From an optimization exercise on the open Yosys and OpenROAD flow, aimed at small area, a short achievable clock period and few clock cycles per item; shortcuts taken in it are not production practice. In this exercise RTL edits were held to simulation tests only and were not proved equivalent to the original.

== rev 12 ==
// HP_FP_Pipelined_Adder
module HP_FP_Pipelined_Adder (  
	input clk,
	input rst,
	input [15:0] in1,
	input [15:0] in2,
	input enable,
	output reg done,
	output [15:0] sum
);
Size: about 650 cells after synthesis, ~52 I/O pins, roughly 4000 sq um of cells after synthesis.
==> module HP_FP_Pipelined_Adder, before the edit <==
module HP_FP_Pipelined_Adder (  
	input clk,
	input rst,
	input [15:0] in1,
	input [15:0] in2,
	input enable,
	output reg done,
	output [15:0] sum
);
	function automatic [13:0] skaddx14(input [13:0] a, input [13:0] b, input x);
		reg [13:0] g, p, G, P;
		integer i, l, j;
		begin
			g = a & b; p = a ^ b;
			G = g; P = p;
			for (l = 0; l < 4; l = l + 1)
				for (i = 0; i < 14; i = i + 1)
					if ((i >> l) & 1) begin
						j = ((i >> l) << l) - 1;
						G[i] = G[i] | (P[i] & G[j]);
						P[i] = P[i] & P[j];
					end
			skaddx14 = (p ^ {14{x}}) ^ {G[12:0], 1'b0};
		end
	endfunction
	reg busy;
	reg [18:0] R;
	wire [15:0] x1 = R[15:0];
	wire [15:0] x2 = in2;
	wire [4:0] e1 = x1[14:10];
	wire [4:0] e2 = x2[14:10];
	wire [10:0] ma1 = {|x1[14:0], x1[9:0]};
	wire [10:0] ma2 = {|x2[14:0], x2[9:0]};
	wire [5:0] d12 = {1'b0, e1} - {1'b0, e2};
	wire [4:0] d21 = e2 - e1;
	wire gt = d12[5];                  
	wire eq = (e1 == e2);
	wire [4:0] d = gt ? d21 : d12[4:0];
	wire swap = gt | (eq & (x2[9:0] > x1[9:0]));
	wire [10:0] mb = swap ? ma2 : ma1;
	wire [10:0] msr = swap ? ma1 : ma2;
	wire [4:0] eb = gt ? e2 : e1;
	wire [12:0] ms = {msr, 2'b00} >> d;
	wire sub = x1[15] ^ x2[15];
	wire [13:0] f = skaddx14({1'b0, mb, 2'b00} ^ {14{sub}}, {1'b0, ms}, sub);
	wire sb = swap ? x2[15] : x1[15];
	wire [4:0] er = R[17:13];
	wire [13:0] fr = {R[12:0], 1'b0};
	wire nz = |R[12:0];
	reg [13:0] lim;
	integer k;
	always @(*) for (k = 0; k < 14; k = k + 1) lim[k] = (er == 5'd12 - k);
	wire [13:0] mm = fr | lim;
	reg [3:0] t;
	integer i;
	always @(*) begin
		t = 4'd0;
		for (i = 0; i < 14; i = i + 1)
			if (mm[i]) t = 4'd13 - i[3:0];
	end
	wire [13:0] ns = fr << t;
	wire [4:0] en = nz ? (er + 5'd1 - {1'b0, t}) : 5'd0;
	assign sum = {R[18] & nz, en, ns[12:3]};
	always @(posedge clk) begin
		if (busy) R <= {sb, eb, f[13:1]};
		else if (enable) R[15:0] <= in1;
	end
	always @(posedge clk) begin
		if (rst) begin
			busy <= 1'b0;
			done <= 1'b0;
		end else if (busy) begin
			busy <= 1'b0;
			done <= 1'b1;
		end else if (enable) begin
			busy <= 1'b1;
			done <= 1'b0;
		end
	end
endmodule
==> flow/config.mk <==
export PLATFORM = sky130hd
export DESIGN_NAME = HP_FP_Pipelined_Adder
export DESIGN_NICKNAME = HP_FP_Pipelined_Adder
export VERILOG_FILES = /design/flow/design.v
export SDC_FILE = /design/flow/constraint.sdc
export NUM_CORES = 4
export LEC_CHECK = 0
export ABC_AREA = 1
export CAP_MARGIN = 20
export CORE_MARGIN = 2
export CORE_UTILIZATION = 40
export SETUP_SLACK_MARGIN = 1.0
export SLEW_MARGIN = 20
==> flow/constraint.sdc <==
create_clock -name core_clock -period 6.0 [get_ports {clk}]
set_input_delay 1.2000 -clock core_clock [delete_from_list [all_inputs] [get_ports {clk}]]
set_output_delay 1.2000 -clock core_clock [all_outputs]
set_load 0.01 [all_outputs]
standard.sh (not shown) runs the stock make flow with config.mk's settings and CLKGATE_MAP_FILE= SYNTH_SCRIPT=/design/flow/synth_recipe.tcl, a recipe that flattens the netlist after the stock synthesis.
==> flow/flow/run.sh <==
#!/bin/bash
# Standard layout, but the port buffers use a small fast buffer instead of the
# default delay-buffer cell.
set -euo pipefail
export BUFFER_PORTS_ARGS="-buffer_cell sky130_fd_sc_hd__buf_1"
bash standard.sh > standard.log 2>&1
Rev 12 | status: complete | timing, DRC, antenna: pass
Testbench counts of rev 12, summed over its fixed seeds: cycles 6,400, items 3,200.
[inputs] rev 13 vs rev 12
==> flow/design.v <==
module HP_FP_Pipelined_Adder (  
	input clk,
	input rst,
	input [15:0] in1,
	input [15:0] in2,
	input enable,
	output reg done,
	output [15:0] sum
);
	function automatic [13:0] skaddx14(input [13:0] a, input [13:0] b, input x);
		reg [13:0] g, p, G, P;
		integer i, l, j;
		begin
			g = a & b; p = a ^ b;
			G = g; P = p;
			for (l = 0; l < 4; l = l + 1)
				for (i = 0; i < 14; i = i + 1)
					if ((i >> l) & 1) begin
						j = ((i >> l) << l) - 1;
						G[i] = G[i] | (P[i] & G[j]);
						P[i] = P[i] & P[j];
					end
			skaddx14 = (p ^ {14{x}}) ^ {G[12:0], 1'b0};
		end
	endfunction
	reg busy;
	reg [18:0] R;
	wire [15:0] x1 = R[15:0];
	wire [15:0] x2 = in2;
	wire [4:0] e1 = x1[14:10];
	wire [4:0] e2 = x2[14:10];
	wire [10:0] ma1 = {|x1[14:0], x1[9:0]};
	wire [10:0] ma2 = {|x2[14:0], x2[9:0]};
	wire [5:0] d12 = {1'b0, e1} - {1'b0, e2};
	wire [4:0] d21 = e2 - e1;
	wire gt = d12[5];                  
	wire eq = (e1 == e2);
	wire [4:0] d = gt ? d21 : d12[4:0];
	wire swap = gt | (eq & (x2[9:0] > x1[9:0]));
	wire [10:0] mb = swap ? ma2 : ma1;
	wire [10:0] msr = swap ? ma1 : ma2;
	wire [4:0] eb = gt ? e2 : e1;
	wire [12:0] ms = {msr, 2'b00} >> d;
	wire sub = x1[15] ^ x2[15];
	wire [13:0] f = skaddx14({1'b0, mb, 2'b00} ^ {14{sub}}, {1'b0, ms}, sub);
	wire sb = swap ? x2[15] : x1[15];
	wire [4:0] er = R[17:13];
	wire [13:0] fr = {R[12:0], 1'b0};
	wire nz = |R[12:0];
	reg [13:0] lim;
	integer k;
	always @(*) for (k = 0; k < 14; k = k + 1) lim[k] = (er == 5'd12 - k);
	wire [13:0] mm = fr | lim;
	wire [15:0] m16 = {mm, 2'b11};
	wire [7:0] v1;
	wire [7:0] z1;
	wire [3:0] v2;
	wire [7:0] z2;
	wire [1:0] v3;
	wire [5:0] z3;
	genvar q;
	generate
		for (q = 0; q < 8; q = q + 1) begin : lz1
			assign v1[q] = m16[2*q+1] | m16[2*q];
			assign z1[q] = ~m16[2*q+1];
		end
		for (q = 0; q < 4; q = q + 1) begin : lz2
			assign v2[q] = v1[2*q+1] | v1[2*q];
			assign z2[2*q+1:2*q] = v1[2*q+1] ? {1'b0, z1[2*q+1]} : {1'b1, z1[2*q]};
		end
		for (q = 0; q < 2; q = q + 1) begin : lz3
			assign v3[q] = v2[2*q+1] | v2[2*q];
			assign z3[3*q+2:3*q] = v2[2*q+1] ? {1'b0, z2[4*q+3:4*q+2]} : {1'b1, z2[4*q+1:4*q]};
		end
	endgenerate
	wire [3:0] t = v3[1] ? {1'b0, z3[5:3]} : {1'b1, z3[2:0]};
	wire [13:0] ns = fr << t;
	wire [4:0] en = nz ? (er + 5'd1 - {1'b0, t}) : 5'd0;
	assign sum = {R[18] & nz, en, ns[12:3]};
	always @(posedge clk) begin
		if (busy) R <= {sb, eb, f[13:1]};
		else if (enable) R[15:0] <= in1;
	end
	always @(posedge clk) begin
		if (rst) begin
			busy <= 1'b0;
			done <= 1'b0;
		end else if (busy) begin
			busy <= 1'b0;
			done <= 1'b1;
		end else if (enable) begin
			busy <= 1'b1;
			done <= 1'b0;
		end
	end
endmodule
==> comparison <==
- As far as sequential cell count goes, rev 12 and rev 13 are indistinguishable; the numbers are identical.
- Against rev 12, die area in rev 13 fell slightly.
- Between rev 12 and rev 13, the difference in max-slew violation total from the final report is negligible.
- Detailed-route wire length on metal 1 delta for rev 13 relative to rev 12: about 2.5% higher
- When the final numbers for rev 12 and rev 13 were put side by side, the routability-driven placement congestion ratio turned out to be smaller in rev 13.
- Clock period minus worst slack in rev 13 is 14 ps below rev 12.
- On multi-input logic area, the higher figure sits with rev 12, not rev 13.
- The sequential share of cell area in rev 13 sits 0.45 points below the value recorded for rev 12.
- Rev 13 vs rev 12, category of the critical setup timing path: reg -> out vs in -> reg
- Arrival time reported for the critical path endpoint in rev 13 is 1260 ps lower than in rev 12
- The post-route clock skew on rev 12 is in line with that on rev 13.
Testbench counts of rev 13, summed over its fixed seeds: cycles 6,400, items 3,200.

## separate check: timing with driven ports
Ports are ideal in the flow. The routed layouts listed here were re-timed in OpenROAD.
Step 1: set_driving_cell puts a clkbuf_16 on clk and a buf_2 on each other input, an assumption about the parent block.
Step 2, shift: input delay + t, output delay - t, t = (earliest + latest rising clock arrival at the registers) / 2. This alone moves slack from input paths to output paths.
a / b / c = no drivers / after step 1 / after step 2; a / b = the first two.
| run | t (ns) | setup slack, ns | worst register clock-pin slew, ns | pins driven straight from the clock port |
|---|---|---|---|---|
| rev 12 | 0.300 | 1.271 / 1.274 / 0.974 | 0.09 / 0.09 | 1 |
| rev 13 | 0.286 | 1.285 / 1.259 / 1.052 | 0.08 / 0.08 | 1 |
After both steps every run listed still meets setup and hold. For rev 12, which loses most, drivers alone change the setup slack by +0.003 ns; drivers and shift together by -0.297 ns.
